From an optimization exercise on the open Yosys and OpenROAD flow, aimed at small area, a short achievable clock period and few clock cycles; shortcuts taken in it are not production practice.
RTL that was checked went through simulation tests only; none was proved equivalent to the original.
Only the layout flow was run in runs 1 and 2; the RTL was not checked for function there.
Power figures rest on the tool's default switching activity, not on a simulated workload.

==> flow/design.v <==
module Top(
    input                           sys_clk     ,
    input                           sys_rst_n   ,
    input                           trig        ,
    output  reg                     vld         ,
    input                   [9:0]   data_in     ,
    output  wire    signed  [12:0]  sin_out     ,
    output  wire    signed  [12:0]  cos_out
);
wire [7:0] r = data_in[7:0];
reg  [7:0] w;        
reg        sw;       
reg        s_n;      
reg        c_n;      
reg        busy;
always @(posedge sys_clk) begin
    w     <= r[7] ? (8'd0 - r) : r;
    sw    <= data_in[8] ^ data_in[7];
    s_n   <= data_in[9] & ~(r == 8'd0 & ~data_in[8]);
    c_n   <= (data_in[9] ^ data_in[8]) & ~(r == 8'd0 & data_in[8]);
end
always @(posedge sys_clk or negedge sys_rst_n) begin
    if (~sys_rst_n) begin
        busy <= 1'b0;
        vld  <= 1'b0;
    end
    else begin
        busy <= trig;
        vld  <= busy;
    end
end
wire [10:0] s_t;
wire [11:0] c_t;
sc_tab tab (.a(w), .s(s_t), .c(c_t));
wire        fix = sw && (w == 8'd108);
wire [11:0] s_mag = sw ? c_t : {1'b0, s_t};
wire [11:0] c_mag = sw ? (fix ? 12'd1259 : {1'b0, s_t}) : c_t;
function [11:0] lowzero;
    input [11:0] m;
    reg   [11:0] n;
    reg          a01, a23, a45, a67, a89, p4, p8;
    begin
        n   = ~m;
        a01 = n[0] & n[1];
        a23 = n[2] & n[3];
        a45 = n[4] & n[5];
        a67 = n[6] & n[7];
        a89 = n[8] & n[9];
        p4  = a01 & a23;
        p8  = p4 & (a45 & a67);
        lowzero[0]  = 1'b1;
        lowzero[1]  = n[0];
        lowzero[2]  = a01;
        lowzero[3]  = a01 & n[2];
        lowzero[4]  = p4;
        lowzero[5]  = p4 & n[4];
        lowzero[6]  = p4 & a45;
        lowzero[7]  = p4 & (a45 & n[6]);
        lowzero[8]  = p8;
        lowzero[9]  = p8 & n[8];
        lowzero[10] = p8 & a89;
        lowzero[11] = p8 & (a89 & n[10]);
    end
endfunction
wire [11:0] s_z = lowzero(s_mag);
wire [11:0] c_z = lowzero(c_mag);
reg  [12:0] s_r, c_r;
always @(posedge sys_clk) begin
    s_r <= {s_n, s_mag ^ ({12{s_n}} & ~s_z)};
    c_r <= {c_n, c_mag ^ ({12{c_n}} & ~c_z)};
end
assign sin_out = s_r;
assign cos_out = c_r;
endmodule
module sc_tab(
    input  [7:0] a,
    output [10:0] s,
    output [11:0] c
);
wire new_n32;
wire new_n33;
wire new_n34;
wire new_n35;
wire new_n36;
wire new_n37;
wire new_n39;
wire new_n40;
wire new_n41;
wire new_n42;
wire new_n43;
wire new_n44;
wire new_n45;
wire new_n47;
wire new_n48;
wire new_n49;
wire new_n50;
wire new_n51;
wire new_n52;
wire new_n53;
wire new_n54;
wire new_n55;
wire new_n56;
wire new_n57;
wire new_n58;
wire new_n59;
wire new_n60;
wire new_n61;
wire new_n62;
wire new_n63;
wire new_n64;
wire new_n65;
wire new_n66;
wire new_n67;
wire new_n68;
wire new_n69;
wire new_n70;
wire new_n71;
wire new_n72;
wire new_n73;
wire new_n74;
wire new_n75;
wire new_n76;
wire new_n77;
wire new_n78;
wire new_n79;
wire new_n80;
wire new_n81;
wire new_n82;
wire new_n83;
wire new_n84;
wire new_n85;
wire new_n86;
wire new_n87;
wire new_n88;
wire new_n89;
wire new_n90;
wire new_n91;
wire new_n92;
wire new_n93;
wire new_n94;
wire new_n95;
wire new_n96;
wire new_n97;
wire new_n98;
wire new_n99;
wire new_n100;
wire new_n101;
wire new_n102;
wire new_n103;
wire new_n104;
wire new_n106;
wire new_n107;
wire new_n108;
wire new_n109;
wire new_n110;
wire new_n111;
wire new_n113;
wire new_n114;
wire new_n115;
wire new_n116;
wire new_n117;
wire new_n118;
wire new_n119;
wire new_n120;
wire new_n121;
wire new_n122;
wire new_n123;
wire new_n124;
wire new_n125;
wire new_n126;
wire new_n127;
wire new_n128;
wire new_n129;
wire new_n130;
wire new_n131;
wire new_n132;
wire new_n133;
wire new_n134;
wire new_n135;
wire new_n136;
wire new_n137;
wire new_n138;
wire new_n139;
wire new_n140;
wire new_n141;
wire new_n142;
wire new_n143;
wire new_n144;
wire new_n145;
wire new_n146;
wire new_n147;
wire new_n148;
wire new_n149;
wire new_n150;
wire new_n151;
wire new_n152;
wire new_n153;
wire new_n154;
wire new_n155;
wire new_n156;
wire new_n157;
wire new_n158;
wire new_n159;
wire new_n160;
wire new_n161;
wire new_n162;
wire new_n163;
wire new_n164;
wire new_n165;
wire new_n166;
wire new_n167;
wire new_n168;
wire new_n169;
wire new_n170;
wire new_n171;
wire new_n172;
wire new_n173;
wire new_n175;
wire new_n176;
wire new_n177;
wire new_n178;
wire new_n179;
wire new_n180;
wire new_n181;
wire new_n182;
wire new_n183;
wire new_n184;
wire new_n185;
wire new_n186;
wire new_n187;
wire new_n188;
wire new_n189;
wire new_n190;
wire new_n191;
wire new_n192;
wire new_n193;
wire new_n194;
wire new_n195;
wire new_n196;
wire new_n197;
wire new_n198;
wire new_n199;
wire new_n200;
wire new_n201;
wire new_n202;
wire new_n203;
wire new_n204;
wire new_n205;
wire new_n206;
wire new_n207;
wire new_n208;
wire new_n209;
wire new_n210;
wire new_n211;
wire new_n212;
wire new_n213;
wire new_n214;
wire new_n215;
wire new_n216;
wire new_n217;
wire new_n218;
wire new_n219;
wire new_n220;
wire new_n221;
wire new_n222;
wire new_n223;
wire new_n224;
wire new_n225;
wire new_n226;
wire new_n227;
wire new_n228;
wire new_n229;
wire new_n230;
wire new_n231;
wire new_n232;
wire new_n233;
wire new_n234;
wire new_n235;
wire new_n236;
wire new_n237;
wire new_n238;
wire new_n240;
wire new_n241;
wire new_n242;
wire new_n243;
wire new_n244;
wire new_n246;
wire new_n247;
wire new_n248;
wire new_n249;
wire new_n250;
wire new_n251;
wire new_n252;
wire new_n253;
wire new_n254;
wire new_n255;
wire new_n256;
wire new_n257;
wire new_n258;
wire new_n259;
wire new_n260;
wire new_n261;
wire new_n262;
wire new_n263;
wire new_n264;
wire new_n265;
wire new_n266;
wire new_n267;
wire new_n268;
wire new_n269;
wire new_n270;
wire new_n271;
wire new_n272;
wire new_n273;
wire new_n274;
wire new_n275;
wire new_n276;
wire new_n277;
wire new_n278;
wire new_n279;
wire new_n281;
wire new_n282;
wire new_n283;
wire new_n284;
wire new_n285;
wire new_n286;
wire new_n287;
wire new_n288;
wire new_n289;
wire new_n290;
wire new_n291;
wire new_n292;
wire new_n293;
wire new_n294;
wire new_n295;
wire new_n296;
wire new_n297;
wire new_n298;
wire new_n299;
wire new_n300;
wire new_n301;
wire new_n302;
wire new_n303;
wire new_n304;
wire new_n305;
wire new_n306;
wire new_n307;
wire new_n308;
wire new_n309;
wire new_n311;
wire new_n312;
wire new_n313;
wire new_n314;
wire new_n315;
wire new_n316;
wire new_n317;
wire new_n318;
wire new_n319;
wire new_n320;
wire new_n321;
wire new_n322;
wire new_n323;
wire new_n324;
wire new_n325;
wire new_n326;
wire new_n327;
wire new_n328;
wire new_n329;
wire new_n330;
wire new_n331;
wire new_n332;
wire new_n333;
wire new_n334;
wire new_n335;
wire new_n336;
wire new_n337;
wire new_n338;
wire new_n339;
wire new_n340;
wire new_n341;
wire new_n342;
wire new_n344;
wire new_n345;
wire new_n346;
wire new_n347;
wire new_n348;
wire new_n349;
wire new_n350;
wire new_n351;
wire new_n352;
wire new_n353;
wire new_n354;
wire new_n355;
wire new_n356;
wire new_n357;
wire new_n358;
wire new_n359;
wire new_n360;
wire new_n361;
wire new_n362;
wire new_n363;
wire new_n364;
wire new_n365;
wire new_n366;
wire new_n367;
wire new_n368;
wire new_n369;
wire new_n370;
wire new_n371;
wire new_n372;
wire new_n374;
wire new_n375;
wire new_n377;
wire new_n379;
wire new_n380;
wire new_n382;
wire new_n383;
wire new_n384;
wire new_n385;
wire new_n386;
wire new_n387;
wire new_n388;
wire new_n390;
wire new_n391;
wire new_n392;
wire new_n393;
wire new_n394;
wire new_n395;
wire new_n396;
wire new_n397;
wire new_n398;
wire new_n399;
wire new_n400;
wire new_n401;
wire new_n402;
wire new_n403;
wire new_n404;
wire new_n405;
wire new_n407;
wire new_n408;
wire new_n409;
wire new_n410;
wire new_n411;
wire new_n412;
wire new_n413;
wire new_n414;
wire new_n415;
wire new_n416;
wire new_n417;
wire new_n418;
wire new_n420;
wire new_n421;
wire new_n422;
wire new_n423;
wire new_n424;
wire new_n425;
wire new_n426;
wire new_n427;
wire new_n428;
wire new_n429;
wire new_n430;
wire new_n431;
wire new_n432;
wire new_n433;
wire new_n434;
wire new_n435;
wire new_n436;
wire new_n437;
wire new_n438;
wire new_n439;
wire new_n440;
wire new_n441;
wire new_n442;
wire new_n444;
wire new_n445;
wire new_n446;
wire new_n447;
wire new_n448;
wire new_n449;
wire new_n450;
wire new_n451;
wire new_n452;
wire new_n453;
wire new_n454;
wire new_n455;
wire new_n456;
wire new_n457;
wire new_n458;
wire new_n459;
wire new_n460;
wire new_n461;
wire new_n462;
wire new_n463;
wire new_n464;
wire new_n465;
wire new_n466;
wire new_n467;
wire new_n468;
wire new_n470;
wire new_n471;
wire new_n472;
wire new_n473;
wire new_n474;
wire new_n475;
wire new_n476;
wire new_n477;
wire new_n478;
wire new_n479;
wire new_n480;
wire new_n481;
wire new_n482;
wire new_n483;
wire new_n484;
wire new_n485;
wire new_n486;
wire new_n487;
wire new_n488;
wire new_n489;
wire new_n490;
wire new_n491;
wire new_n492;
wire new_n493;
wire new_n494;
wire new_n496;
wire new_n497;
wire new_n498;
wire new_n499;
wire new_n500;
wire new_n501;
wire new_n502;
wire new_n503;
wire new_n504;
wire new_n505;
wire new_n506;
wire new_n507;
wire new_n508;
wire new_n509;
wire new_n510;
wire new_n511;
wire new_n512;
wire new_n513;
wire new_n514;
wire new_n515;
wire new_n516;
wire new_n517;
wire new_n518;
wire new_n519;
wire new_n520;
wire new_n521;
wire new_n522;
wire new_n523;
wire new_n524;
wire new_n525;
wire new_n526;
wire new_n527;
wire new_n529;
wire new_n530;
wire new_n531;
wire new_n532;
wire new_n533;
wire new_n534;
wire new_n535;
wire new_n536;
wire new_n537;
wire new_n538;
wire new_n539;
wire new_n540;
wire new_n541;
wire new_n542;
wire new_n543;
wire new_n544;
wire new_n545;
wire new_n546;
wire new_n547;
wire new_n548;
wire new_n549;
wire new_n550;
wire new_n551;
wire new_n552;
wire new_n553;
wire new_n554;
wire new_n555;
wire new_n556;
wire new_n557;
wire new_n558;
wire new_n559;
wire new_n560;
assign new_n32 = a[2] & a[1];
assign new_n33 = ~a[3] & ~new_n32;
assign new_n34 = a[6] & a[4];
assign new_n35 = ~new_n33 & new_n34;
assign new_n36 = ~a[7] & ~new_n35;
assign new_n37 = a[6] & a[5];
assign s[10] = ~(new_n36 & ~new_n37);
assign new_n39 = ~a[4] & ~a[3];
assign new_n40 = ~a[2] & ~a[1];
assign new_n41 = ~a[4] & new_n40;
assign new_n42 = ~a[6] & a[5];
assign new_n43 = ~new_n41 & new_n42;
assign new_n44 = ~new_n39 & new_n43;
assign new_n45 = ~a[6] & ~new_n44;
assign s[9] = ~s[10] & ~new_n45;
assign new_n47 = ~a[5] & a[4];
assign new_n48 = a[1] & a[0];
assign new_n49 = ~a[4] & ~new_n48;
assign new_n50 = a[6] & a[3];
assign new_n51 = new_n49 & new_n50;
assign new_n52 = ~a[6] & new_n48;
assign new_n53 = ~a[4] & a[3];
assign new_n54 = new_n52 & new_n53;
assign new_n55 = ~a[6] & new_n39;
assign new_n56 = ~new_n54 & ~new_n55;
assign new_n57 = ~new_n51 & new_n56;
assign new_n58 = a[5] & ~new_n57;
assign new_n59 = a[4] & a[3];
assign new_n60 = ~new_n52 & new_n59;
assign new_n61 = ~a[5] & ~a[1];
assign new_n62 = new_n39 & ~new_n61;
assign new_n63 = ~new_n60 & ~new_n62;
assign new_n64 = ~new_n37 & ~new_n63;
assign new_n65 = ~a[1] & ~a[0];
assign new_n66 = new_n47 & new_n65;
assign new_n67 = a[5] & ~a[4];
assign new_n68 = ~a[3] & ~new_n67;
assign new_n69 = ~a[5] & a[1];
assign new_n70 = a[6] & ~new_n65;
assign new_n71 = ~new_n69 & new_n70;
assign new_n72 = new_n68 & new_n71;
assign new_n73 = ~new_n66 & ~new_n72;
assign new_n74 = ~new_n64 & new_n73;
assign new_n75 = ~new_n58 & new_n74;
assign new_n76 = a[2] & new_n75;
assign new_n77 = a[6] & ~a[4];
assign new_n78 = a[5] & a[3];
assign new_n79 = ~a[6] & ~a[5];
assign new_n80 = a[1] & ~new_n79;
assign new_n81 = ~new_n78 & ~new_n80;
assign new_n82 = new_n77 & ~new_n81;
assign new_n83 = a[4] & ~a[3];
assign new_n84 = ~a[5] & new_n83;
assign new_n85 = ~a[4] & a[1];
assign new_n86 = a[3] & new_n42;
assign new_n87 = ~new_n85 & new_n86;
assign new_n88 = ~new_n84 & ~new_n87;
assign new_n89 = ~new_n82 & new_n88;
assign new_n90 = ~new_n76 & ~new_n89;
assign new_n91 = ~new_n42 & new_n68;
assign new_n92 = ~new_n34 & new_n78;
assign new_n93 = ~new_n91 & ~new_n92;
assign new_n94 = new_n76 & new_n93;
assign new_n95 = ~new_n90 & ~new_n94;
assign new_n96 = new_n47 & new_n95;
assign new_n97 = a[3] & new_n95;
assign new_n98 = new_n67 & ~new_n97;
assign new_n99 = ~new_n96 & ~new_n98;
assign new_n100 = ~a[6] & ~new_n99;
assign new_n101 = new_n59 & new_n76;
assign new_n102 = ~a[6] & ~new_n101;
assign new_n103 = new_n99 & ~new_n102;
assign new_n104 = ~a[7] & ~new_n103;
assign s[8] = ~(~new_n100 & new_n104);
assign new_n106 = ~new_n55 & new_n95;
assign new_n107 = ~a[5] & ~a[4];
assign new_n108 = new_n48 & new_n107;
assign new_n109 = new_n106 & ~new_n108;
assign new_n110 = ~a[3] & new_n107;
assign new_n111 = ~new_n109 & ~new_n110;
assign s[7] = ~(~a[7] & ~new_n111);
assign new_n113 = ~a[6] & ~a[3];
assign new_n114 = ~a[1] & a[0];
assign new_n115 = ~a[4] & a[2];
assign new_n116 = a[4] & ~a[2];
assign new_n117 = ~new_n115 & ~new_n116;
assign new_n118 = new_n114 & ~new_n117;
assign new_n119 = ~a[2] & ~a[0];
assign new_n120 = ~new_n32 & ~new_n40;
assign new_n121 = ~new_n119 & new_n120;
assign new_n122 = new_n107 & ~new_n121;
assign new_n123 = a[2] & ~a[0];
assign new_n124 = ~a[6] & a[1];
assign new_n125 = ~new_n107 & ~new_n124;
assign new_n126 = ~new_n123 & ~new_n125;
assign new_n127 = a[6] & ~a[1];
assign new_n128 = new_n61 & new_n123;
assign new_n129 = ~new_n127 & ~new_n128;
assign new_n130 = ~new_n126 & new_n129;
assign new_n131 = ~new_n122 & ~new_n130;
assign new_n132 = ~new_n118 & new_n131;
assign new_n133 = new_n50 & new_n123;
assign new_n134 = ~a[2] & a[0];
assign new_n135 = a[6] & a[1];
assign new_n136 = ~new_n47 & new_n135;
assign new_n137 = ~new_n134 & new_n136;
assign new_n138 = ~new_n133 & ~new_n137;
assign new_n139 = ~new_n132 & new_n138;
assign new_n140 = ~new_n113 & ~new_n139;
assign new_n141 = a[1] & ~a[0];
assign new_n142 = ~new_n114 & ~new_n141;
assign new_n143 = a[6] & new_n142;
assign new_n144 = ~new_n40 & ~new_n143;
assign new_n145 = ~a[3] & ~new_n144;
assign new_n146 = a[6] & ~new_n123;
assign new_n147 = ~new_n32 & ~new_n146;
assign new_n148 = ~a[5] & ~new_n48;
assign new_n149 = ~new_n134 & new_n148;
assign new_n150 = ~new_n147 & new_n149;
assign new_n151 = ~new_n145 & ~new_n150;
assign new_n152 = new_n131 & new_n151;
assign new_n153 = ~a[3] & ~new_n152;
assign new_n154 = ~new_n140 & ~new_n153;
assign new_n155 = a[3] & a[2];
assign new_n156 = ~a[3] & ~a[2];
assign new_n157 = ~new_n155 & ~new_n156;
assign new_n158 = a[5] & ~a[1];
assign new_n159 = ~new_n69 & ~new_n158;
assign new_n160 = new_n77 & ~new_n159;
assign new_n161 = ~new_n157 & new_n160;
assign new_n162 = ~a[7] & ~new_n161;
assign new_n163 = ~new_n154 & new_n162;
assign new_n164 = new_n75 & ~new_n163;
assign new_n165 = ~a[6] & a[4];
assign new_n166 = ~a[5] & a[3];
assign new_n167 = ~new_n47 & ~new_n50;
assign new_n168 = ~new_n166 & ~new_n167;
assign new_n169 = ~new_n165 & ~new_n168;
assign new_n170 = new_n163 & ~new_n169;
assign new_n171 = ~a[2] & ~new_n170;
assign new_n172 = ~new_n164 & new_n171;
assign new_n173 = ~a[7] & ~new_n76;
assign s[6] = ~new_n172 & new_n173;
assign new_n175 = ~a[6] & new_n40;
assign new_n176 = ~a[4] & new_n142;
assign new_n177 = a[4] & ~a[1];
assign new_n178 = ~new_n119 & new_n177;
assign new_n179 = a[6] & ~new_n178;
assign new_n180 = ~new_n176 & new_n179;
assign new_n181 = ~new_n175 & ~new_n180;
assign new_n182 = new_n78 & ~new_n181;
assign new_n183 = a[1] & new_n134;
assign new_n184 = new_n151 & ~new_n183;
assign new_n185 = ~new_n182 & new_n184;
assign new_n186 = new_n77 & new_n134;
assign new_n187 = ~new_n55 & ~new_n107;
assign new_n188 = ~new_n186 & new_n187;
assign new_n189 = ~new_n185 & new_n188;
assign new_n190 = ~a[3] & a[0];
assign new_n191 = ~a[2] & ~new_n79;
assign new_n192 = new_n190 & new_n191;
assign new_n193 = ~a[3] & ~a[0];
assign new_n194 = ~a[2] & ~new_n166;
assign new_n195 = ~new_n193 & new_n194;
assign new_n196 = ~new_n37 & ~new_n195;
assign new_n197 = ~new_n123 & ~new_n134;
assign new_n198 = ~new_n158 & ~new_n197;
assign new_n199 = new_n196 & new_n198;
assign new_n200 = ~new_n192 & ~new_n199;
assign new_n201 = ~new_n189 & ~new_n200;
assign new_n202 = a[2] & a[0];
assign new_n203 = a[4] & new_n202;
assign new_n204 = a[3] & a[0];
assign new_n205 = a[6] & ~new_n204;
assign new_n206 = new_n165 & ~new_n190;
assign new_n207 = a[6] & a[2];
assign new_n208 = a[4] & ~new_n207;
assign new_n209 = new_n190 & ~new_n208;
assign new_n210 = ~new_n206 & ~new_n209;
assign new_n211 = ~new_n205 & new_n210;
assign new_n212 = ~new_n133 & ~new_n211;
assign new_n213 = ~new_n203 & ~new_n212;
assign new_n214 = ~new_n47 & ~new_n69;
assign new_n215 = new_n213 & ~new_n214;
assign new_n216 = new_n201 & ~new_n215;
assign new_n217 = ~new_n32 & ~new_n110;
assign new_n218 = ~a[0] & ~new_n217;
assign new_n219 = ~a[5] & ~new_n115;
assign new_n220 = ~a[6] & ~new_n219;
assign new_n221 = new_n116 & new_n142;
assign new_n222 = ~a[5] & new_n221;
assign new_n223 = ~new_n220 & ~new_n222;
assign new_n224 = ~new_n218 & new_n223;
assign new_n225 = ~a[6] & a[2];
assign new_n226 = ~a[5] & ~a[3];
assign new_n227 = ~new_n225 & new_n226;
assign new_n228 = ~new_n224 & new_n227;
assign new_n229 = new_n189 & ~new_n228;
assign new_n230 = ~new_n216 & ~new_n229;
assign new_n231 = a[2] & ~a[1];
assign new_n232 = new_n68 & new_n231;
assign new_n233 = ~new_n230 & new_n232;
assign new_n234 = a[5] & a[1];
assign new_n235 = ~new_n48 & ~new_n234;
assign new_n236 = new_n205 & ~new_n235;
assign new_n237 = ~new_n117 & new_n236;
assign new_n238 = new_n163 & ~new_n237;
assign s[5] = ~(~new_n233 & new_n238);
assign new_n240 = ~new_n53 & ~new_n83;
assign new_n241 = ~a[1] & ~new_n240;
assign new_n242 = new_n107 & ~new_n241;
assign new_n243 = new_n184 & new_n242;
assign new_n244 = new_n230 & ~new_n243;
assign s[4] = ~a[7] & ~new_n244;
assign new_n246 = ~new_n53 & ~new_n114;
assign new_n247 = ~new_n204 & new_n246;
assign new_n248 = ~a[4] & ~new_n119;
assign new_n249 = ~a[2] & a[1];
assign new_n250 = ~new_n248 & new_n249;
assign new_n251 = ~new_n247 & new_n250;
assign new_n252 = ~new_n221 & ~new_n251;
assign new_n253 = new_n50 & ~new_n252;
assign new_n254 = ~a[0] & new_n77;
assign new_n255 = new_n210 & ~new_n254;
assign new_n256 = new_n61 & new_n255;
assign new_n257 = ~a[3] & new_n41;
assign new_n258 = ~new_n141 & ~new_n257;
assign new_n259 = ~a[6] & ~new_n258;
assign new_n260 = a[4] & new_n204;
assign new_n261 = ~new_n85 & ~new_n260;
assign new_n262 = new_n207 & ~new_n261;
assign new_n263 = a[6] & ~new_n59;
assign new_n264 = new_n123 & new_n263;
assign new_n265 = new_n114 & ~new_n207;
assign new_n266 = a[5] & ~new_n265;
assign new_n267 = ~new_n264 & new_n266;
assign new_n268 = ~new_n262 & new_n267;
assign new_n269 = ~new_n259 & new_n268;
assign new_n270 = ~new_n256 & ~new_n269;
assign new_n271 = ~new_n253 & ~new_n270;
assign new_n272 = ~new_n207 & ~new_n236;
assign new_n273 = new_n47 & ~new_n272;
assign new_n274 = a[6] & ~new_n107;
assign new_n275 = new_n33 & new_n274;
assign new_n276 = ~new_n273 & new_n275;
assign new_n277 = new_n69 & ~new_n276;
assign new_n278 = ~new_n213 & new_n277;
assign new_n279 = ~new_n271 & ~new_n278;
assign s[3] = ~(~a[7] & ~new_n279);
assign new_n281 = a[4] & ~new_n156;
assign new_n282 = ~new_n226 & new_n281;
assign new_n283 = new_n226 & ~new_n281;
assign new_n284 = new_n114 & ~new_n283;
assign new_n285 = ~new_n282 & new_n284;
assign new_n286 = a[6] & ~new_n285;
assign new_n287 = ~new_n32 & ~new_n286;
assign new_n288 = a[3] & ~new_n114;
assign new_n289 = ~new_n234 & ~new_n288;
assign new_n290 = a[4] & ~new_n249;
assign new_n291 = ~new_n289 & new_n290;
assign new_n292 = ~new_n78 & ~new_n234;
assign new_n293 = ~new_n193 & ~new_n231;
assign new_n294 = ~new_n292 & ~new_n293;
assign new_n295 = new_n134 & new_n166;
assign new_n296 = ~new_n294 & ~new_n295;
assign new_n297 = ~new_n291 & new_n296;
assign new_n298 = new_n224 & new_n297;
assign new_n299 = ~new_n287 & new_n298;
assign new_n300 = new_n155 & new_n242;
assign new_n301 = ~a[6] & ~new_n300;
assign new_n302 = a[5] & ~a[3];
assign new_n303 = new_n41 & new_n302;
assign new_n304 = ~new_n166 & ~new_n303;
assign new_n305 = ~a[0] & ~new_n304;
assign new_n306 = a[0] & new_n304;
assign new_n307 = ~new_n305 & ~new_n306;
assign new_n308 = new_n301 & new_n307;
assign new_n309 = ~a[7] & ~new_n308;
assign s[2] = ~new_n299 & new_n309;
assign new_n311 = a[1] & new_n119;
assign new_n312 = ~new_n175 & ~new_n178;
assign new_n313 = ~new_n311 & new_n312;
assign new_n314 = a[3] & ~new_n313;
assign new_n315 = new_n162 & ~new_n314;
assign new_n316 = ~new_n40 & new_n240;
assign new_n317 = new_n42 & ~new_n316;
assign new_n318 = ~a[4] & ~a[0];
assign new_n319 = ~a[3] & ~new_n197;
assign new_n320 = ~new_n115 & ~new_n319;
assign new_n321 = ~new_n318 & ~new_n320;
assign new_n322 = new_n37 & ~new_n321;
assign new_n323 = ~new_n317 & ~new_n322;
assign new_n324 = new_n315 & ~new_n323;
assign new_n325 = new_n48 & new_n210;
assign new_n326 = ~a[6] & ~new_n325;
assign new_n327 = a[6] & new_n213;
assign new_n328 = new_n59 & ~new_n135;
assign new_n329 = ~new_n327 & ~new_n328;
assign new_n330 = ~new_n114 & ~new_n329;
assign new_n331 = ~new_n326 & ~new_n330;
assign new_n332 = ~a[2] & ~new_n331;
assign new_n333 = ~new_n138 & new_n315;
assign new_n334 = new_n225 & new_n325;
assign new_n335 = new_n231 & new_n263;
assign new_n336 = ~a[7] & ~a[5];
assign new_n337 = new_n83 & new_n127;
assign new_n338 = new_n336 & ~new_n337;
assign new_n339 = ~new_n335 & new_n338;
assign new_n340 = ~new_n334 & new_n339;
assign new_n341 = ~new_n333 & new_n340;
assign new_n342 = ~new_n332 & new_n341;
assign s[1] = ~(~new_n324 & ~new_n342);
assign new_n344 = new_n65 & ~new_n155;
assign new_n345 = new_n263 & new_n344;
assign new_n346 = ~new_n127 & ~new_n142;
assign new_n347 = ~new_n47 & ~new_n79;
assign new_n348 = ~new_n123 & new_n347;
assign new_n349 = ~new_n240 & ~new_n348;
assign new_n350 = ~new_n346 & new_n349;
assign new_n351 = new_n68 & ~new_n281;
assign new_n352 = ~new_n148 & ~new_n351;
assign new_n353 = ~new_n122 & new_n352;
assign new_n354 = ~new_n349 & ~new_n353;
assign new_n355 = ~new_n350 & ~new_n354;
assign new_n356 = ~new_n124 & ~new_n127;
assign new_n357 = new_n240 & ~new_n356;
assign new_n358 = ~new_n189 & new_n357;
assign new_n359 = ~new_n355 & ~new_n358;
assign new_n360 = new_n207 & ~new_n247;
assign new_n361 = a[1] & ~new_n155;
assign new_n362 = ~new_n117 & new_n361;
assign new_n363 = ~a[6] & a[3];
assign new_n364 = ~new_n40 & ~new_n363;
assign new_n365 = ~a[0] & ~new_n32;
assign new_n366 = ~new_n364 & new_n365;
assign new_n367 = a[5] & ~new_n175;
assign new_n368 = ~new_n366 & new_n367;
assign new_n369 = ~new_n362 & new_n368;
assign new_n370 = ~new_n360 & new_n369;
assign new_n371 = ~new_n359 & ~new_n370;
assign new_n372 = ~new_n345 & ~new_n371;
assign s[0] = ~a[7] & ~new_n372;
assign new_n374 = new_n68 & new_n175;
assign new_n375 = new_n318 & new_n374;
assign c[11] = ~a[7] & new_n375;
assign new_n377 = ~new_n36 & ~new_n336;
assign c[9] = ~new_n375 & ~new_n377;
assign new_n379 = ~s[10] & ~new_n375;
assign new_n380 = ~new_n273 & new_n379;
assign c[8] = ~(~new_n377 & ~new_n380);
assign new_n382 = new_n33 & new_n67;
assign new_n383 = a[6] & ~new_n382;
assign new_n384 = a[5] & ~new_n40;
assign new_n385 = new_n59 & new_n384;
assign new_n386 = ~new_n375 & ~new_n385;
assign new_n387 = ~new_n383 & new_n386;
assign new_n388 = new_n36 & ~new_n273;
assign c[7] = ~(~new_n387 & new_n388);
assign new_n390 = ~a[2] & new_n158;
assign new_n391 = ~new_n48 & new_n116;
assign new_n392 = new_n302 & ~new_n391;
assign new_n393 = ~a[0] & new_n41;
assign new_n394 = ~a[6] & ~new_n393;
assign new_n395 = ~new_n392 & new_n394;
assign new_n396 = new_n390 & new_n395;
assign new_n397 = ~a[7] & ~new_n375;
assign new_n398 = new_n43 & ~new_n240;
assign new_n399 = ~new_n32 & ~new_n107;
assign new_n400 = ~new_n202 & new_n399;
assign new_n401 = new_n50 & ~new_n158;
assign new_n402 = ~new_n400 & new_n401;
assign new_n403 = ~new_n398 & ~new_n402;
assign new_n404 = new_n397 & new_n403;
assign new_n405 = ~new_n276 & new_n404;
assign c[6] = ~new_n396 & new_n405;
assign new_n407 = a[6] & ~new_n120;
assign new_n408 = new_n214 & new_n407;
assign new_n409 = ~new_n273 & ~new_n408;
assign new_n410 = ~new_n201 & ~new_n409;
assign new_n411 = ~a[5] & ~new_n202;
assign new_n412 = ~new_n32 & new_n411;
assign new_n413 = new_n59 & ~new_n384;
assign new_n414 = ~new_n412 & new_n413;
assign new_n415 = new_n395 & ~new_n414;
assign new_n416 = new_n53 & new_n412;
assign new_n417 = ~a[7] & ~new_n416;
assign new_n418 = ~new_n415 & new_n417;
assign c[5] = ~(~new_n410 & new_n418);
assign new_n420 = ~new_n49 & new_n191;
assign new_n421 = a[2] & ~new_n166;
assign new_n422 = ~new_n65 & ~new_n421;
assign new_n423 = new_n223 & ~new_n422;
assign new_n424 = ~new_n420 & ~new_n423;
assign new_n425 = new_n61 & ~new_n202;
assign new_n426 = new_n157 & new_n425;
assign new_n427 = ~new_n424 & new_n426;
assign new_n428 = a[1] & ~new_n196;
assign new_n429 = ~a[4] & new_n157;
assign new_n430 = new_n158 & ~new_n429;
assign new_n431 = ~new_n115 & new_n193;
assign new_n432 = ~new_n430 & ~new_n431;
assign new_n433 = ~a[6] & new_n134;
assign new_n434 = a[5] & ~new_n433;
assign new_n435 = new_n432 & new_n434;
assign new_n436 = a[3] & ~a[2];
assign new_n437 = ~new_n143 & ~new_n436;
assign new_n438 = a[4] & ~new_n437;
assign new_n439 = ~new_n435 & ~new_n438;
assign new_n440 = new_n424 & new_n439;
assign new_n441 = ~new_n428 & ~new_n440;
assign new_n442 = ~new_n427 & new_n441;
assign c[4] = ~a[7] & ~new_n442;
assign new_n444 = ~new_n207 & ~new_n390;
assign new_n445 = ~a[0] & ~new_n444;
assign new_n446 = new_n80 & ~new_n363;
assign new_n447 = ~new_n255 & new_n446;
assign new_n448 = ~new_n445 & ~new_n447;
assign new_n449 = new_n165 & new_n411;
assign new_n450 = ~a[2] & new_n127;
assign new_n451 = a[3] & new_n450;
assign new_n452 = ~new_n37 & ~new_n451;
assign new_n453 = ~new_n449 & new_n452;
assign new_n454 = ~new_n300 & new_n453;
assign new_n455 = new_n432 & new_n454;
assign new_n456 = ~new_n448 & new_n455;
assign new_n457 = new_n47 & new_n120;
assign new_n458 = a[6] & new_n257;
assign new_n459 = ~new_n457 & ~new_n458;
assign new_n460 = ~a[0] & ~new_n42;
assign new_n461 = ~new_n344 & ~new_n460;
assign new_n462 = ~new_n374 & ~new_n461;
assign new_n463 = new_n459 & new_n462;
assign new_n464 = a[6] & a[0];
assign new_n465 = ~new_n459 & new_n464;
assign new_n466 = ~new_n463 & ~new_n465;
assign new_n467 = ~new_n455 & new_n466;
assign new_n468 = ~new_n456 & ~new_n467;
assign c[3] = ~(~a[7] & ~new_n468);
assign new_n470 = a[0] & new_n177;
assign new_n471 = ~new_n318 & ~new_n470;
assign new_n472 = ~a[6] & ~new_n471;
assign new_n473 = new_n106 & new_n472;
assign new_n474 = ~new_n110 & ~new_n158;
assign new_n475 = ~new_n197 & ~new_n474;
assign new_n476 = new_n59 & new_n141;
assign new_n477 = ~new_n475 & ~new_n476;
assign new_n478 = ~new_n76 & ~new_n477;
assign new_n479 = ~new_n151 & new_n165;
assign new_n480 = ~new_n37 & ~new_n335;
assign new_n481 = ~new_n316 & ~new_n480;
assign new_n482 = ~new_n224 & new_n450;
assign new_n483 = ~new_n481 & ~new_n482;
assign new_n484 = ~new_n479 & new_n483;
assign new_n485 = ~new_n131 & ~new_n421;
assign new_n486 = ~new_n302 & ~new_n436;
assign new_n487 = ~new_n485 & new_n486;
assign new_n488 = ~new_n83 & new_n120;
assign new_n489 = a[0] & ~new_n488;
assign new_n490 = ~new_n487 & new_n489;
assign new_n491 = ~new_n243 & ~new_n490;
assign new_n492 = new_n484 & new_n491;
assign new_n493 = ~new_n478 & new_n492;
assign new_n494 = ~new_n473 & new_n493;
assign c[2] = ~a[7] & ~new_n494;
assign new_n496 = a[5] & ~new_n201;
assign new_n497 = new_n201 & new_n255;
assign new_n498 = ~new_n127 & ~new_n190;
assign new_n499 = new_n240 & ~new_n498;
assign new_n500 = ~new_n240 & new_n498;
assign new_n501 = new_n197 & ~new_n500;
assign new_n502 = ~new_n499 & new_n501;
assign new_n503 = ~new_n497 & ~new_n502;
assign new_n504 = ~new_n496 & new_n503;
assign new_n505 = new_n205 & new_n292;
assign new_n506 = ~new_n121 & ~new_n264;
assign new_n507 = ~new_n505 & new_n506;
assign new_n508 = ~new_n317 & ~new_n507;
assign new_n509 = ~new_n504 & new_n508;
assign new_n510 = ~a[6] & new_n311;
assign new_n511 = ~new_n106 & new_n510;
assign new_n512 = a[0] & ~new_n241;
assign new_n513 = ~a[3] & new_n85;
assign new_n514 = ~new_n512 & ~new_n513;
assign new_n515 = new_n81 & ~new_n514;
assign new_n516 = new_n116 & ~new_n124;
assign new_n517 = new_n193 & new_n516;
assign new_n518 = ~new_n114 & new_n120;
assign new_n519 = ~a[4] & new_n127;
assign new_n520 = a[3] & ~new_n165;
assign new_n521 = ~new_n519 & new_n520;
assign new_n522 = new_n67 & new_n521;
assign new_n523 = ~new_n518 & new_n522;
assign new_n524 = ~new_n517 & ~new_n523;
assign new_n525 = ~new_n515 & new_n524;
assign new_n526 = ~new_n511 & new_n525;
assign new_n527 = ~new_n509 & new_n526;
assign c[1] = ~a[7] & ~new_n527;
assign new_n529 = ~new_n85 & new_n119;
assign new_n530 = ~new_n177 & new_n529;
assign new_n531 = new_n521 & ~new_n530;
assign new_n532 = ~a[3] & ~new_n510;
assign new_n533 = ~new_n32 & ~new_n207;
assign new_n534 = new_n248 & new_n533;
assign new_n535 = a[4] & ~new_n533;
assign new_n536 = ~new_n534 & ~new_n535;
assign new_n537 = new_n532 & new_n536;
assign new_n538 = ~new_n531 & ~new_n537;
assign new_n539 = ~new_n202 & ~new_n262;
assign new_n540 = ~new_n176 & ~new_n539;
assign new_n541 = ~a[6] & ~new_n141;
assign new_n542 = ~new_n50 & ~new_n83;
assign new_n543 = ~new_n541 & new_n542;
assign new_n544 = a[5] & ~new_n543;
assign new_n545 = ~new_n540 & ~new_n544;
assign new_n546 = ~new_n538 & new_n545;
assign new_n547 = ~new_n48 & new_n53;
assign new_n548 = ~new_n207 & new_n547;
assign new_n549 = ~new_n197 & new_n548;
assign new_n550 = ~new_n114 & new_n207;
assign new_n551 = ~new_n264 & new_n550;
assign new_n552 = new_n544 & ~new_n551;
assign new_n553 = ~new_n549 & new_n552;
assign new_n554 = ~new_n209 & ~new_n450;
assign new_n555 = ~new_n117 & ~new_n554;
assign new_n556 = ~new_n251 & ~new_n517;
assign new_n557 = ~new_n555 & new_n556;
assign new_n558 = new_n553 & new_n557;
assign new_n559 = ~new_n546 & ~new_n558;
assign new_n560 = ~new_n54 & ~new_n559;
assign c[0] = ~a[7] & ~new_n560;
assign c[10] = ~c[11];
endmodule
==> flow/flow/run.sh <==
#!/bin/bash
# The standard layout (standard.sh) with one added step and three settings:
#  - after the standard synthesis, the combinational logic between the standard
#    synthesis's flip-flops is mapped again by ABC for area (remap.script); the
#    flip-flops, their names and cell types are left as they are;
#  - synthesis maps no adder cells (ADDER_MAP_FILE empty);
#  - port buffers are buf_2 instead of the delay buffer buffer_ports picks;
#  - timing repair aims for SETUP_SLACK_MARGIN ns of setup slack.
# The clock period and constraints are the standard flow's. Each tool's output goes to a log here.
set -euo pipefail
W=$(pwd)
R=$W/orfs/results/$FLOW_PLATFORM/Top/base
P=$FLOW_HOME/platforms/$FLOW_PLATFORM
LIB=$P/lib/sky130_fd_sc_hd__tt_025C_1v80.lib
VARS=(ADDER_MAP_FILE= "BUFFER_PORTS_ARGS=-buffer_cell sky130_fd_sc_hd__buf_2" SETUP_SLACK_MARGIN=7.2)

bash standard.sh "${VARS[@]}" synth > synth.log 2>&1

cp "$R/1_2_yosys.v" "$W/standard_1_2_yosys.v"
python3 flow/split_lib.py "$LIB" "$P/config.mk" remap_comb.lib remap_seq.lib remap_dont_use.txt > split_lib.log 2>&1
cat > remap.ys <<EOT
read_liberty -lib remap_seq.lib
read_liberty -ignore_miss_func remap_comb.lib
read_verilog -defer $W/standard_1_2_yosys.v
hierarchy -top $FLOW_TOP
flatten
rename -hide w:*.*
opt_clean -purge
abc -liberty $LIB $(cat remap_dont_use.txt) -script $W/flow/remap.script
opt_clean -purge
hilomap -singleton -hicell sky130_fd_sc_hd__conb_1 HI -locell sky130_fd_sc_hd__conb_1 LO
splitnets
opt_clean -purge
insbuf -buf sky130_fd_sc_hd__buf_4 A X
stat -liberty $LIB
write_verilog -noattr -nohex -nodec $R/1_2_yosys.v
EOT
yosys -l remap.log -q remap.ys > /dev/null 2>&1
rm -f "$R/1_synth.odb" "$R/1_synth.sdc"

bash standard.sh "${VARS[@]}" finish > layout.log 2>&1
rm -f remap_comb.lib remap_seq.lib
==> flow/flow/remap.script <==
strash
dch
map -B 0.9
topo
stime -c
buffer -c
upsize -c -D 1500
dnsize -c -D 1500
==> flow/flow/split_lib.py <==
# split_lib.py LIB PLATFORM_CONFIG COMB_OUT SEQ_OUT DONTUSE_OUT
# Splits a Liberty file into its combinational cells (with functions) and the rest
# (flip-flops, latches, cells without a function), and writes the platform's
# DONT_USE_CELLS as yosys abc -dont_use arguments.
import re, sys
lib, cfg, comb_out, seq_out, du_out = sys.argv[1:6]
src = open(lib).read()
starts = [(m.start(), m.group(1)) for m in
          re.finditer(r'\n\s*cell\s*\(\s*"?([A-Za-z0-9_]+)"?\s*\)\s*\{', src)]
def block_end(pos):
    j = src.index('{', pos); depth = 0
    while True:
        c = src[j]
        if c == '{': depth += 1
        elif c == '}':
            depth -= 1
            if depth == 0: return j + 1
        j += 1
header = src[:starts[0][0]]
comb, seq = [], []
for pos, name in starts:
    body = src[pos:block_end(pos)]
    is_seq = re.search(r'\n\s*(ff|latch|statetable)\s*\(', body) is not None
    (seq if (is_seq or 'function' not in body) else comb).append(body)
open(comb_out, 'w').write(header + ''.join(comb) + '\n}\n')
open(seq_out, 'w').write(header + ''.join(seq) + '\n}\n')
# DONT_USE_CELLS += \ name name \ ... up to the first line not ending in a backslash
lines = open(cfg).read().split('\n')
du = []
for i, l in enumerate(lines):
    if re.match(r'\s*export\s+DONT_USE_CELLS\s*\+?=', l):
        j = i
        while True:
            du += re.findall(r'sky130_fd_sc_hd__[A-Za-z0-9_]+', lines[j])
            if not lines[j].rstrip().endswith('\\'): break
            j += 1
open(du_out, 'w').write(' '.join('-dont_use ' + c for c in du) + '\n')
print(len(comb), 'combinational cells,', len(seq), 'others,', len(du), 'dont_use')
==> flow/standard.sh <==
#!/bin/bash
# synth_recipe.tcl (not shown) runs the flow's synth.tcl, then flattens the netlist and writes it again
# the make line also repeats each setting of config.mk as NAME=value (left out here)
make -C /OpenROAD-flow-scripts/flow DESIGN_CONFIG=/design/flow/config.mk WORK_HOME=/design/flow/orfs CLKGATE_MAP_FILE= SYNTH_SCRIPT=/design/flow/synth_recipe.tcl "${@:-finish}"
==> flow/config.mk <==
export PLATFORM = sky130hd
export DESIGN_NAME = Top
export DESIGN_NICKNAME = Top
export VERILOG_FILES = /design/flow/design.v
export SDC_FILE = /design/flow/constraint.sdc
export NUM_CORES = 4
export LEC_CHECK = 0
export ABC_AREA = 1
export CAP_MARGIN = 20
export CORE_MARGIN = 2
export CORE_UTILIZATION = 40
export SLEW_MARGIN = 20
export SYNTH_MEMORY_MAX_BITS = 32768
==> flow/constraint.sdc <==
create_clock -name core_clock -period 10.0 [get_ports {sys_clk}]
set_input_delay 2.0000 -clock core_clock [delete_from_list [all_inputs] [get_ports {sys_clk}]]
set_output_delay 2.0000 -clock core_clock [all_outputs]
set_load 0.01 [all_outputs]
==> notes.md, run 1 <==
critical path cell sequence=buf_2; Max stage delay on crit path=0.36 ns; final cell count without fillers=823; nets=727; number of routed nets with antenna violations=0; skew final=0.00244 ns; Max FO, Critical Path=1; final setup TNS=0 ns; Fillers=921; clock power share=0.173; critical path's top delay family=flip-flops; final period utilization=0.278; Post-Synthesis Cells=653; Starting Density=0.415; Tot Pwr=0.803 mW; Final Util=0.504; htree depth=2; detailed placement HPWL=11100 um; Finish-stage setup viols=0; placed insts=793; Site Rows=34; die height=99.6 um; CTS tree=yes; Crit Path Category=reg -> out; DRT iter0 DRCs=736; Net Sw Power=0.380 mW; via count=4994; remaining global-route overflow=0; worst hold slack=0.358 ns; logic gate share of total power=0.557; Buffers & Inverters on Critical Path=1; clock-pin slew on the worst setup and hold paths=0.08 ns; Die W=99.6 um; Crit. End Element=output pin; Mean Syn Cell Area=5.60 um2; placed cell area=3950 um2; gpl congestion=1.15; CTS sink count=39; Clk Tree Root Cell=clkbuf_8; DR vias/cell=6.07; total iterations of the first detailed-routing run=8; Yosys warning count=1; unrepaired setup endpoints after global routing=true; port buffer count=39; Rel. slew slack=0.600; Num CTS Buffers=5; max-slew violations=0; syn_nets=666; WP data required=8.00 ns; GRT Util Overall=0.302; Pleak=2.31 nW; PD cells=181 nW/um2; number of top-level pins=40; fin area=4440 um2; Layout area overhead=21.5%; core area=8810 um2; Tmin final=2.78 ns; number of violations of the max-capacitance limit=0; Worst-Skew Late Latency=0.29 ns; DIE AREA=9920 um2; Internal=0.423 mW; Final WS setup=7.22 ns; Hold WC Path Type=reg -> reg; fmax=360 MHz; initial antenna violation count=1; endpoints failing hold=0; sequential group share of total power=0.270; fraction of layout cells with a size suffix above 1=0.197; first-pass GRT wire length=23300 um; DRC Markers=0; largest net degree at the start of global routing=29; Max VDD drop=0.0869 mV; Max Buffers Root-to-Sink=2; dpl ws=6.77 ns; Hold Buf Count CTS=0; startpoint types=register; Ant. Diodes=0; run status=complete, no violations; Mapped Area=3660 um2; total wire length=15500 um; CP arrival=0.78 ns; switching part of the total=0.473; Worst path slowest cell=dfrtp_1; Slew @ Worst Pin=0.600 ns; wire per inst=18.8 um; vias in the first global route=4453
[state kept, by name, summed over array words and instances (netlist names)]
signal / cells
c_r: 13
s_r: 13
w: 8
busy: 1
c_n: 1
s_n: 1
sw: 1
vld: 1
[path summary, 6_finish.rpt]
path	from	endpoint	slack [ns]	depth (start not counted)
max	vld$_DFF_PN0_	vld	7.22	1
min	busy$_DFF_PN0_	vld$_DFF_PN0_	0.36	0
max reg2reg	w[6]$_DFF_P_	s_r[5]$_DFF_P_	7.31	14
min reg2reg	busy$_DFF_PN0_	vld$_DFF_PN0_	0.36	0
max in group asynchronous	sys_rst_n	vld$_DFF_PN0_	8.43	1
min in group asynchronous	sys_rst_n	busy$_DFF_PN0_	1.48	1
[layer usage]
metal	GRT usage	share of wire	vias up	wire length, um
met3	0.104	0.14	112	2230
met2	0.434	0.41	444	6340
met5	0	0	-	0
met1	0.391	0.37	2164	5790
met4	0.177	0.073	0	1120
li1	-	-	2274	-
[cell usage in the layout, fill, tap and decap left out, types with 3 or more instances in the layout]
cell type,n
nand2_1,218
inv_1,61
nand3_1,60
o21ai_0,50
nor2_1,48
buf_2,37
dfxtp_1,30
a21oi_1,24
nand2_2,18
buf_4,18
nand4_1,14
nor2_2,11
xor2_1,11
o21ai_1,10
inv_2,6
clkbuf_8,6
dfxtp_4,6
nand2_4,5
o22ai_1,5
nor3_1,5
a31oi_1,5
xnor2_1,5
nor2_4,4
nand3b_1,4
o211ai_1,4
inv_6,3
o31ai_1,3
[power groups by stage]
stage / Clock [mW] / Sequential [mW] / Combinational, mW
4_1_cts: 0.141 / 0.219 / 0.397
5_1_grt: 0.151 / 0.222 / 0.483
2_1_floorplan: 0 / 0.242 / 0.246
3_3_place_gp: 0 / 0.223 / 0.401
6_report: 0.139 / 0.217 / 0.447
3_5_place_dp: 0 / 0.222 / 0.392
[area by class of cell]
class                   count  area [um2]  share of cell area
inverters                  76         314              0.0707
clock inverters             2        35.0             0.00789
flip-flops and latches     39         815               0.183
clock buffers               6        82.6              0.0186
multi-input cells         529        2620               0.591
repair buffers             61         427              0.0961
repair inverters            2        10.0             0.00225
well taps                 108         135              0.0304
[what timing repair did]
item                       in CTS  in global routing
pin swaps                       0                  2
setup buffers                   2                 17
gates cloned                    1                  2
setup endpoints to repair      18                 20
gates resized for setup        22                 45
==> run 2, diff against run 1 <==
--- a/flow/flow/run.sh
+++ b/flow/flow/run.sh
@@ -13,5 +13,5 @@
 P=$FLOW_HOME/platforms/$FLOW_PLATFORM
 LIB=$P/lib/sky130_fd_sc_hd__tt_025C_1v80.lib
-VARS=(ADDER_MAP_FILE= "BUFFER_PORTS_ARGS=-buffer_cell sky130_fd_sc_hd__buf_2" SETUP_SLACK_MARGIN=7.2)
+VARS=(ADDER_MAP_FILE= "BUFFER_PORTS_ARGS=-buffer_cell sky130_fd_sc_hd__buf_2" SETUP_SLACK_MARGIN=7.12)
 
 bash standard.sh "${VARS[@]}" synth > synth.log 2>&1
==> run 2 against run 1 <==
Effect of this change:
- via count fell by 0.26%
- synthesized cell count did not move
- worst hold slack barely moved
- final cell count fell by 0.36%
- cell area fell by 2.0%
- wire length fell by 1.9%
- clock power barely moved
- power fell by 1.3%
- clock skew rose by 0.0022 ns
- combinational power fell by 2%
- largest cell class unchanged
- highest routed layer unchanged
==> notes.md, run 2 <==
final setup TNS=0 ns (unchanged); Crit. End Element=register; total wire length=15200 um (-1.9%); Starting Density=0.415 (unchanged); DR vias/cell=6.07 (+0.10%); clock-pin slew on the worst setup and hold paths=0.08 ns (about the same); number of routed nets with antenna violations=0 (unchanged); fmax=344 MHz (-4.2%); Clk Tree Root Cell=clkbuf_8; number of top-level pins=40 (unchanged); hold wc startpoint=busy$_DFF_PN0_; Tot Pwr=0.793 mW (-1.3%); commonest non-fill, non-tap cells in the layout=nand2_1 (222), inv_1 (61), nand3_1 (60); Finish-stage setup viols=0 (unchanged); core area=8810 um2 (unchanged); Max FO, Critical Path=2 (+1); Hold WC Path Type=reg -> reg; nets=723 (-0.55%); Fillers=934 (+1.4%); wire per inst=18.5 um (-1.5%); Pleak=2.25 nW (-2.3%); Post-Synthesis Cells=653 (unchanged); Die W=99.6 um (unchanged); Slew @ Worst Pin=0.631 ns (+0.0304 ns); DRC Markers=0 (unchanged); CTS sink count=39 (unchanged); detailed placement HPWL=11100 um (unchanged); Worst Hold Depth=0 (unchanged); fraction of layout cells with a size suffix above 1=0.184 (-0.0130); number of violations of the max-capacitance limit=0 (unchanged); CTS tree=yes; vias in the first global route=4415 (-0.85%); via count=4981 (-0.26%); first-pass GRT wire length=23200 um (-0.68%); Mapped Area=3660 um2 (unchanged); Tmin final=2.90 ns (+0.122 ns); Mean Syn Cell Area=5.60 um2 (unchanged); port buffer count=39 (unchanged); worst reg2reg path depth=14 (unchanged); DRT iter0 DRCs=831 (+13%); total iterations of the first detailed-routing run=8 (unchanged); largest net degree at the start of global routing=29 (unchanged); final period utilization=0.290 (+0.0122); htree depth=2 (unchanged); fin area=4350 um2 (-2.0%); Max VDD drop=0.0869 mV (about the same); startpoint types=input port; unrepaired setup endpoints after global routing=true; CP arrival=3.10 ns (+2.32 ns); max-slew violations=0 (unchanged); Site Rows=34 (unchanged); remaining global-route overflow=0 (unchanged); r2r startpoint=w[6]$_DFF_P_; r2r endpoint=s_r[6]$_DFF_P_; dpl ws=6.77 ns (unchanged); Worst-Skew Late Latency=0.29 ns (about the same); Final WS setup=7.10 ns (-0.122 ns); Yosys warning count=1 (unchanged); PD cells=182 nW/um2 (+0.74%); Crit Path Category=in -> reg; initial antenna violation count=1 (unchanged); Final Util=0.494 (-0.00995); Largest regs=c_r: 13 flops, s_r: 13 flops, w: 8 flops; endpoints failing hold=0 (unchanged); hold path endpoint=vld$_DFF_PN0_; gpl congestion=1.15 (unchanged); DIE AREA=9920 um2 (unchanged); placed cell area=3950 um2 (unchanged); die height=99.6 um (unchanged); Num CTS Buffers=5 (unchanged); R2R Setup Slk=7.29 ns (-0.02 ns); commonest non-fill, non-tap cell in the layout=nand2_1; Hold Buf Count CTS=0 (unchanged); syn_nets=666 (unchanged); run status=complete, no violations; Layout area overhead=19.1%; skew final=0.00464 ns (+0.00221 ns); GRT Util Overall=0.301 (-0.00157); Rel. slew slack=0.580 (-0.0203); WP data required=10.19 ns (+2.19 ns); Max Buffers Root-to-Sink=2 (unchanged)
## run 2: area by class of cell
class | count | area (um2) | area share
multi-input cells | 529 | 2590 | 0.595
flip-flops and latches | 39 | 811 | 0.186
repair buffers | 57 | 375 | 0.0862
inverters | 76 | 314 | 0.0721
well taps | 108 | 135 | 0.0310
clock buffers | 6 | 82.6 | 0.0190
clock inverters | 2 | 35.0 | 0.00805
repair inverters | 2 | 10.0 | 0.00230
diodes | 1 | 2.50 | 0.000575
## run 2: per-layer routing
metal  global-route usage  routed length (um)  vias up
met4                0.173                1140        0
met1                0.390                5710     2149
li1                     -                   -     2258
met5                    0                   0        -
met2                0.429                6130      449
met3                0.106                2230      125
## run 2: repair_timing
action / 4_1_cts / 5_1_grt
gates cloned: 1 / 1
pin swaps: 0 / 8
resized for setup: 10 / 44
buffers inserted: 0 / 16
endpoints found under the setup margin: 18 / 17
## run 2: worst max-delay path by stage
| stage | startpoint | to | slack [ns] | cells after the start |
|---|---|---|---|---|
| after floorplan | data_in[1] | c_n$_DFF_P_ | 7.05 | 12 |
| after global placement | w[5]$_DFF_P_ | c_r[6]$_DFF_P_ | 6.67 | 19 |
| after detailed placement | w[5]$_DFF_P_ | c_r[5]$_DFF_P_ | 6.77 | 19 |
| after CTS | data_in[1] | c_n$_DFF_P_ | 7.13 | 13 |
| after global routing | data_in[0] | s_n$_DFF_P_ | 6.93 | 13 |
| final | data_in[0] | s_n$_DFF_P_ | 7.10 | 13 |
## run 2: report_power, final
group          internal, mW  switching [mW]
Combinational         0.143           0.295
Sequential            0.195          0.0211
Clock                0.0808          0.0577
## run 2: worst max-delay path, stage by stage
cell	delay, ns
buf_8	0.10
nor2_4	0.09
nand2_2	0.06
nor2_2	0.09
inv_1	0.05
nor2_1	0.09
inv_1	0.06
nor2_2	0.14
inv_2	0.05
nor3_2	0.14
inv_1	0.07
nor2_1	0.10
nor2_1	0.05
## run 2: metrics by stage
step	hold slack [ns]	cells
after floorplan	0.331	653
after global placement	0.337	793
after detailed placement	0.343	793
after CTS	0.361	802
after global routing	0.366	819
final	0.358	820
==> run 3, diff against run 2 <==
--- a/flow/design.v
+++ b/flow/design.v
@@ -11,12 +11,12 @@
 reg  [7:0] w;        
 reg        sw;       
-reg        s_n;      
-reg        c_n;      
+reg        s_neg;
+reg        c_neg;
 reg        busy;
 always @(posedge sys_clk) begin
     w     <= r[7] ? (8'd0 - r) : r;
     sw    <= data_in[8] ^ data_in[7];
-    s_n   <= data_in[9] & ~(r == 8'd0 & ~data_in[8]);
-    c_n   <= (data_in[9] ^ data_in[8]) & ~(r == 8'd0 & data_in[8]);
+    s_neg <= data_in[9];
+    c_neg <= data_in[9] ^ data_in[8];
 end
 always @(posedge sys_clk or negedge sys_rst_n) begin
@@ -34,6 +34,9 @@
 sc_tab tab (.a(w), .s(s_t), .c(c_t));
 wire        fix = sw && (w == 8'd108);
+wire        w0  = (w == 8'd0);
 wire [11:0] s_mag = sw ? c_t : {1'b0, s_t};
 wire [11:0] c_mag = sw ? (fix ? 12'd1259 : {1'b0, s_t}) : c_t;
+wire        s_n = s_neg & ~(w0 & ~sw);
+wire        c_n = c_neg & ~(w0 & sw);
 function [11:0] lowzero;
     input [11:0] m;
==> flow/flow/remap.script (replaced) <==
strash
dch
map -B 0.9
topo
stime -c
buffer -c
upsize -c -D 1600
dnsize -c -D 1600
==> run 3 against run 2 <==
Effect of this change:
- still clean
- clock power increased by 12%
- final cell count up 1.1%
- area after synthesis fell by 1.1%
- sequential power decreased by 2%
- non-clock buffer count increased by 4
- cell area fell by 1.1%
- utilization fell by 0.29 points
- flip-flop and latch count did not move
- count of clock-buffer cells in the layout is the same
- worst setup slack gained 0.12 ns
==> notes.md, run 3 <==
max-slew violations=0 (unchanged); Fillers=945 (+1.2%); final period utilization=0.279 (-0.0118); Site Rows=34 (unchanged); wire per inst=19.5 um (+5.2%); fmax=359 MHz (+4.2%); number of top-level pins=40 (unchanged); Worst Hold Depth=0 (unchanged); Crit. End Element=output pin; critical path's top delay family=flip-flops; total wire length=16200 um (+6.4%); fin area=4310 um2 (-1.1%); r2r startpoint=w[5]$_DFF_P_; Num CTS Buffers=5 (unchanged); r2r endpoint=s_r[3]$_DFF_P_; clock-pin slew on the worst setup and hold paths=0.07 ns (about the same); CTS tree=yes; Hold Buf Count CTS=0 (unchanged); R2R Setup Slk=7.22 ns (-0.07 ns); Yosys warning count=1 (unchanged); PD cells=189 nW/um2 (+3.8%); htree depth=2 (unchanged); critical path cell sequence=buf_2; worst reg2reg path depth=19 (+5); core area=8760 um2 (-0.48%); DIE AREA=9820 um2 (-1.0%); Starting Density=0.413 (-0.00241); Tmin final=2.79 ns (-0.118 ns); placed cell area=3920 um2 (-0.70%); die height=99.1 um (-0.51%); final setup TNS=0 ns (unchanged); syn_nets=673 (+1.1%); vias in the first global route=4662 (+5.6%); commonest non-fill, non-tap cells in the layout=nand2_1 (225), inv_1 (73), nor2_1 (65); Layout area overhead=19.1% (about the same); endpoints failing hold=0 (unchanged); gpl congestion=1.15 (-0.50%); final cell count without fillers=829 (+1.1%); largest net degree at the start of global routing=26 (-10%); placed insts=801 (+1.0%); Buffers & Inverters on Critical Path=1 (-4); Hold WC Path Type=reg -> reg; CP arrival=0.79 ns (-2.31 ns); port buffer count=39 (unchanged); total iterations of the first detailed-routing run=10 (+2); Worst path slowest cell=dfrtp_1; startpoint types=register; detailed placement HPWL=11800 um (+6.3%); Crit Path Category=reg -> out; remaining global-route overflow=0 (unchanged); nets=733 (+1.4%); Clk Tree Root Cell=clkbuf_8; DRT iter0 DRCs=853 (+2.6%); Max stage delay on crit path=0.36 ns (+0.22 ns); hold wc startpoint=busy$_DFF_PN0_; Post-Synthesis Cells=660 (+1.1%); via count=5114 (+2.7%); GRT Util Overall=0.315 (+0.0141); Mean Syn Cell Area=5.48 um2 (-2.1%); DRC Markers=0 (unchanged); run status=complete, no violations; Finish-stage setup viols=0 (unchanged); Slew @ Worst Pin=0.674 ns (+0.0433 ns); Mapped Area=3620 um2 (-1.1%); Die W=99.1 um (-0.51%); Max VDD drop=0.0909 mV (+4.6%); WP data required=8.00 ns (-2.19 ns); Pleak=2.33 nW (+3.3%); CTS sink count=39 (unchanged); commonest non-fill, non-tap cell in the layout=nand2_1; number of routed nets with antenna violations=0 (unchanged); Max Buffers Root-to-Sink=2 (unchanged); Max FO, Critical Path=1 (-1); first-pass GRT wire length=24200 um (+4.3%); initial antenna violation count=0 (-1); fraction of layout cells with a size suffix above 1=0.151 (-0.0331); Worst-Skew Late Latency=0.29 ns (about the same); Ant. Diodes=0 (-1); skew final=0.00659 ns (+0.00194 ns); Rel. slew slack=0.550 (-0.0293); DR vias/cell=6.17 (+1.6%); Largest regs=c_r: 13 flops, s_r: 13 flops, w: 8 flops; unrepaired setup endpoints after global routing=true; number of violations of the max-capacitance limit=0 (unchanged); hold path endpoint=vld$_DFF_PN0_
[run 3: how the worst max path moves through the flow]
stage / start / end / slack [ns] / depth (start not counted)
after detailed placement: w[5]$_DFF_P_ / c_r[2]$_DFF_P_ / 6.70 / 18
after global placement: w[5]$_DFF_P_ / c_r[3]$_DFF_P_ / 6.50 / 19
final: vld$_DFF_PN0_ / vld / 7.21 / 1
after CTS: w[5]$_DFF_P_ / s_r[2]$_DFF_P_ / 7.12 / 19
after global routing: w[6]$_DFF_P_ / c_r[3]$_DFF_P_ / 7.10 / 18
after floorplan: data_in[1] / w[5]$_DFF_P_ / 7.32 / 6
[run 3: what timing repair did]
| action | 4_1_cts | 5_1_grt |
|---|---|---|
| gates resized for setup | 10 | 28 |
| buffers inserted | 4 | 15 |
| cloned | 0 | 1 |
| pin swaps | 0 | 1 |
| setup endpoints to repair | 18 | 16 |
[run 3: where the power goes]
part | leakage, nW | internal, mW | switching [mW]
Clock | 0.0654 | 0.0997 | 0.0545
Sequential | 0.337 | 0.194 | 0.0175
Combinational | 1.93 | 0.138 | 0.310
Total | 2.33 | 0.432 | 0.382
[run 3: layout make-up]
class	count	area, um2	share of cell area
flip-flops and latches	39	811	0.188
well taps	108	135	0.0314
clock buffers	6	72.6	0.0168
repair buffers	61	368	0.0854
multi-input cells	531	2540	0.590
inverters	82	320	0.0744
clock inverters	2	60.1	0.0139
[run 3: per-stage QoR]
step	hold WS (ns)	setup WS, ns	power, mW	utilization
after floorplan	0.331	7.32	0.482	-
after global placement	0.337	6.50	0.625	0.448
after detailed placement	0.345	6.70	0.617	0.448
after CTS	0.359	7.12	0.777	0.468
after global routing	0.361	7.10	0.861	0.492
final	0.354	7.21	0.815	0.492
[run 3: layer usage]
layer / part of all wire / track usage / up-vias / wire length (um)
li1: - / - / 2288 / -
met1: 0.38 / 0.407 / 2251 / 6140
met2: 0.39 / 0.436 / 464 / 6350
met3: 0.15 / 0.122 / 111 / 2480
met4: 0.075 / 0.196 / 0 / 1210
met5: 0 / 0 / - / 0
Testbench counts of run 3, summed over its fixed seeds: cycles 4,800.
==> run 4, diff against run 3 <==
==> flow/flow/remap.script (replaced) <==
strash
dch
map -B 0.9
topo
stime -c
buffer -c
upsize -c -D 1700
dnsize -c -D 1700
==> run 4 against run 3 <==
Effect of this change:
- global-route usage decreased by 0.65 points
- worst setup slack better by 0.0038 ns
- final cell count is 1.8% lower
- non-clock buffer count fell by 14
- sequential share of layout area rose by 0.23 points
- sequential power about the same
==> notes.md, run 4 <==
via count=4974 (-2.7%); Buffers & Inverters on Critical Path=1 (unchanged); WP data required=8.00 ns (about the same); final period utilization=0.278 (-0.000383); Max Used Layer=met4; Crit Path Category=reg -> out; core area=8720 um2 (-0.49%); Worst-Skew Late Latency=0.29 ns (about the same); port buffer count=39 (unchanged); wire per inst=18.5 um (-5.0%); number of violations of the max-capacitance limit=0 (unchanged); unrepaired setup endpoints after global routing=true; GRT Util Overall=0.308 (-0.00653); critical path's top delay family=flip-flops; run status=complete, no violations; Max FO, Critical Path=1 (unchanged); DIE AREA=9720 um2 (-1.0%); endpoints failing hold=0 (unchanged); Largest regs=c_r: 13 flops, s_r: 13 flops, w: 8 flops; total wire length=15100 um (-6.7%); Mapped Area=3580 um2 (-1.0%); worst hold slack=0.355 ns (+0.00101 ns); Worst path slowest cell=dfrtp_1; Starting Density=0.410 (-0.00229); PD cells=188 nW/um2 (-0.56%); Multi-input gate area=2520 um2 (-0.64%); syn_nets=673 (unchanged); DRT iter0 DRCs=697 (-18%); die height=98.6 um (-0.50%); Layout area overhead=17.8%; Max stage delay on crit path=0.36 ns (about the same); Crit. End Element=output pin; number of top-level pins=40 (unchanged); Hold WC Path Type=reg -> reg; skew final=0.0101 ns (+0.00354 ns); Mean Syn Cell Area=5.42 um2 (-1.0%); htree depth=2 (unchanged); r2r startpoint=w[4]$_DFF_P_; Tmin final=2.78 ns (-0.00383 ns); DRC Markers=0 (unchanged); Yosys warning count=1 (unchanged); Site Rows=34 (unchanged); total iterations of the first detailed-routing run=10 (unchanged); first-pass GRT wire length=23800 um (-1.6%); gpl congestion=1.13 (-1.8%); CTS tree=yes; critical path cell sequence=buf_2; nets=718 (-2.0%); fmax=359 MHz (+0.14%); Finish-stage setup viols=0 (unchanged); Post-Synthesis Cells=660 (unchanged); Clk Tree Root Cell=clkbuf_8; CP arrival=0.78 ns (about the same); remaining global-route overflow=0 (unchanged); fraction of layout cells with a size suffix above 1=0.133 (-0.0180); Critical Path Start=vld$_DFF_PN0_; largest net degree at the start of global routing=28 (+7.7%); Fillers=933 (-1.3%); WL met3=1960 um (-21%); DR WL met2=6310 um (-0.58%); Rel. slew slack=0.583 (+0.0325); Max Buffers Root-to-Sink=2 (unchanged); Hold Buf Count CTS=0 (unchanged); met1 wire length=5990 um (-2.4%); Die W=98.6 um (-0.50%); sequential cell area=803 um2 (-0.93%); max-slew violations=0 (unchanged); Pleak=2.26 nW (-2.8%); final setup TNS=0 ns (unchanged); Max VDD drop=0.134 mV (+48%); CTS sink count=39 (unchanged); Num CTS Buffers=5 (unchanged); commonest non-fill, non-tap cells in the layout=nand2_1 (222), inv_1 (73), nor2_1 (66); initial antenna violation count=0 (unchanged); Ant. Diodes=0 (unchanged); startpoint types=register; commonest non-fill, non-tap cell in the layout=nand2_1; hold wc startpoint=busy$_DFF_PN0_; vias in the first global route=4464 (-4.2%); detailed placement HPWL=11600 um (-2.4%); number of routed nets with antenna violations=0 (unchanged); DR vias/cell=6.11 (-0.95%); Slew @ Worst Pin=0.625 ns (-0.0487 ns); clock-pin slew on the worst setup and hold paths=0.08 ns (about the same)
## run 4: cell count changes in the layout (fill, tap and decap cells not counted), moves of 3 or more
cell / previous run / this run
buf_4: 21 / 5
nand2_2: 10 / 15
nand2_1: 225 / 222
o21ai_0: 48 / 51
inv_2: 4 / 1
## run 4: worst paths after layout
path | end | slack, ns | cells after the start
worst min register to register | vld$_DFF_PN0_ | 0.35 | 0
worst min-delay path | vld$_DFF_PN0_ | 0.35 | 0
worst max register to register | s_r[3]$_DFF_P_ | 7.28 | 20
max in group asynchronous | busy$_DFF_PN0_ | 8.43 | 1
min in group asynchronous | vld$_DFF_PN0_ | 1.48 | 1
worst max-delay path | vld | 7.22 | 1
## run 4: metal layers
metal / GRT usage / up-vias
met5: 0 / -
met2: 0.456 / 398
met3: 0.0837 / 86
met1: 0.423 / 2220
li1: - / 2270
met4: 0.129 / 0
## run 4: power by group
part / internal [mW] / total (mW) / switching (mW)
combinational: 0.133 / 0.424 / 0.292
clock: 0.0998 / 0.156 / 0.0560
sequential: 0.194 / 0.213 / 0.0186
## run 4: what timing repair did
item	4_1_cts	5_1_grt
setup buffers	1	3
cloned	0	0
endpoints found under the setup margin	26	14
resized for setup	14	44
## run 4: final cells by class
cell class / instances / area share
Multi-Input combinational cell: 530 / 0.599
Sequential cell: 39 / 0.191
Inverter: 82 / 0.0798
Timing Repair Buffer: 47 / 0.0674
Tap cell: 108 / 0.0320
Clock buffer: 6 / 0.0172
Clock inverter: 2 / 0.0142
## run 4: stage by stage
| stage | setup WS, ns | area, um2 | power, mW | utilization | std cells |
|---|---|---|---|---|---|
| 6_report | 7.22 | 4220 | 0.793 | 0.484 | 814 |
| 5_1_grt | 7.07 | 4220 | 0.844 | 0.484 | 814 |
| 4_1_cts | 7.12 | 4070 | 0.765 | 0.467 | 811 |
| 3_5_place_dp | 6.30 | 3900 | 0.607 | 0.447 | 802 |
| 3_3_place_gp | 6.32 | 3900 | 0.615 | 0.447 | 802 |
| 2_1_floorplan | 7.32 | 3580 | 0.477 | - | 660 |

afterwards: timing with drivers on the ports:
No port has a modelled driver above. Below, the same layouts with a new extraction and two added sets of constraints.
Step 1, drivers: a clkbuf_16 drives sys_clk and a buf_2 each remaining input, both assumed.
Step 2 also shifts input and output timing later by t, the mid clock arrival at the registers, as if the neighbouring blocks saw the same clock.
Slacks: no drivers / after step 1 / after step 2; pairs: no drivers / after step 1.
| run | t, ns | slack for setup (ns) | hold slack, ns | worst setup path at the end | pins driven straight from the clock port |
|---|---|---|---|---|---|
| run 1 | 0.319 | 7.219 / 7.189 / 6.893 | 0.358 / 0.358 / 0.358 | input to register | 1 |
| run 2 | 0.319 | 7.097 / 7.086 / 6.768 | 0.358 / 0.358 / 0.358 | input to register | 1 |
| run 3 | 0.321 | 7.214 / 7.184 / 7.084 | 0.354 / 0.354 / 0.354 | input to register | 1 |
| run 4 | 0.314 | 7.218 / 7.192 / 7.025 | 0.355 / 0.355 / 0.355 | input to register | 1 |
After both steps setup and hold are still met in every run listed. For run 2, which loses most, drivers alone change the setup slack by -0.011 ns; drivers and shift together by -0.329 ns.
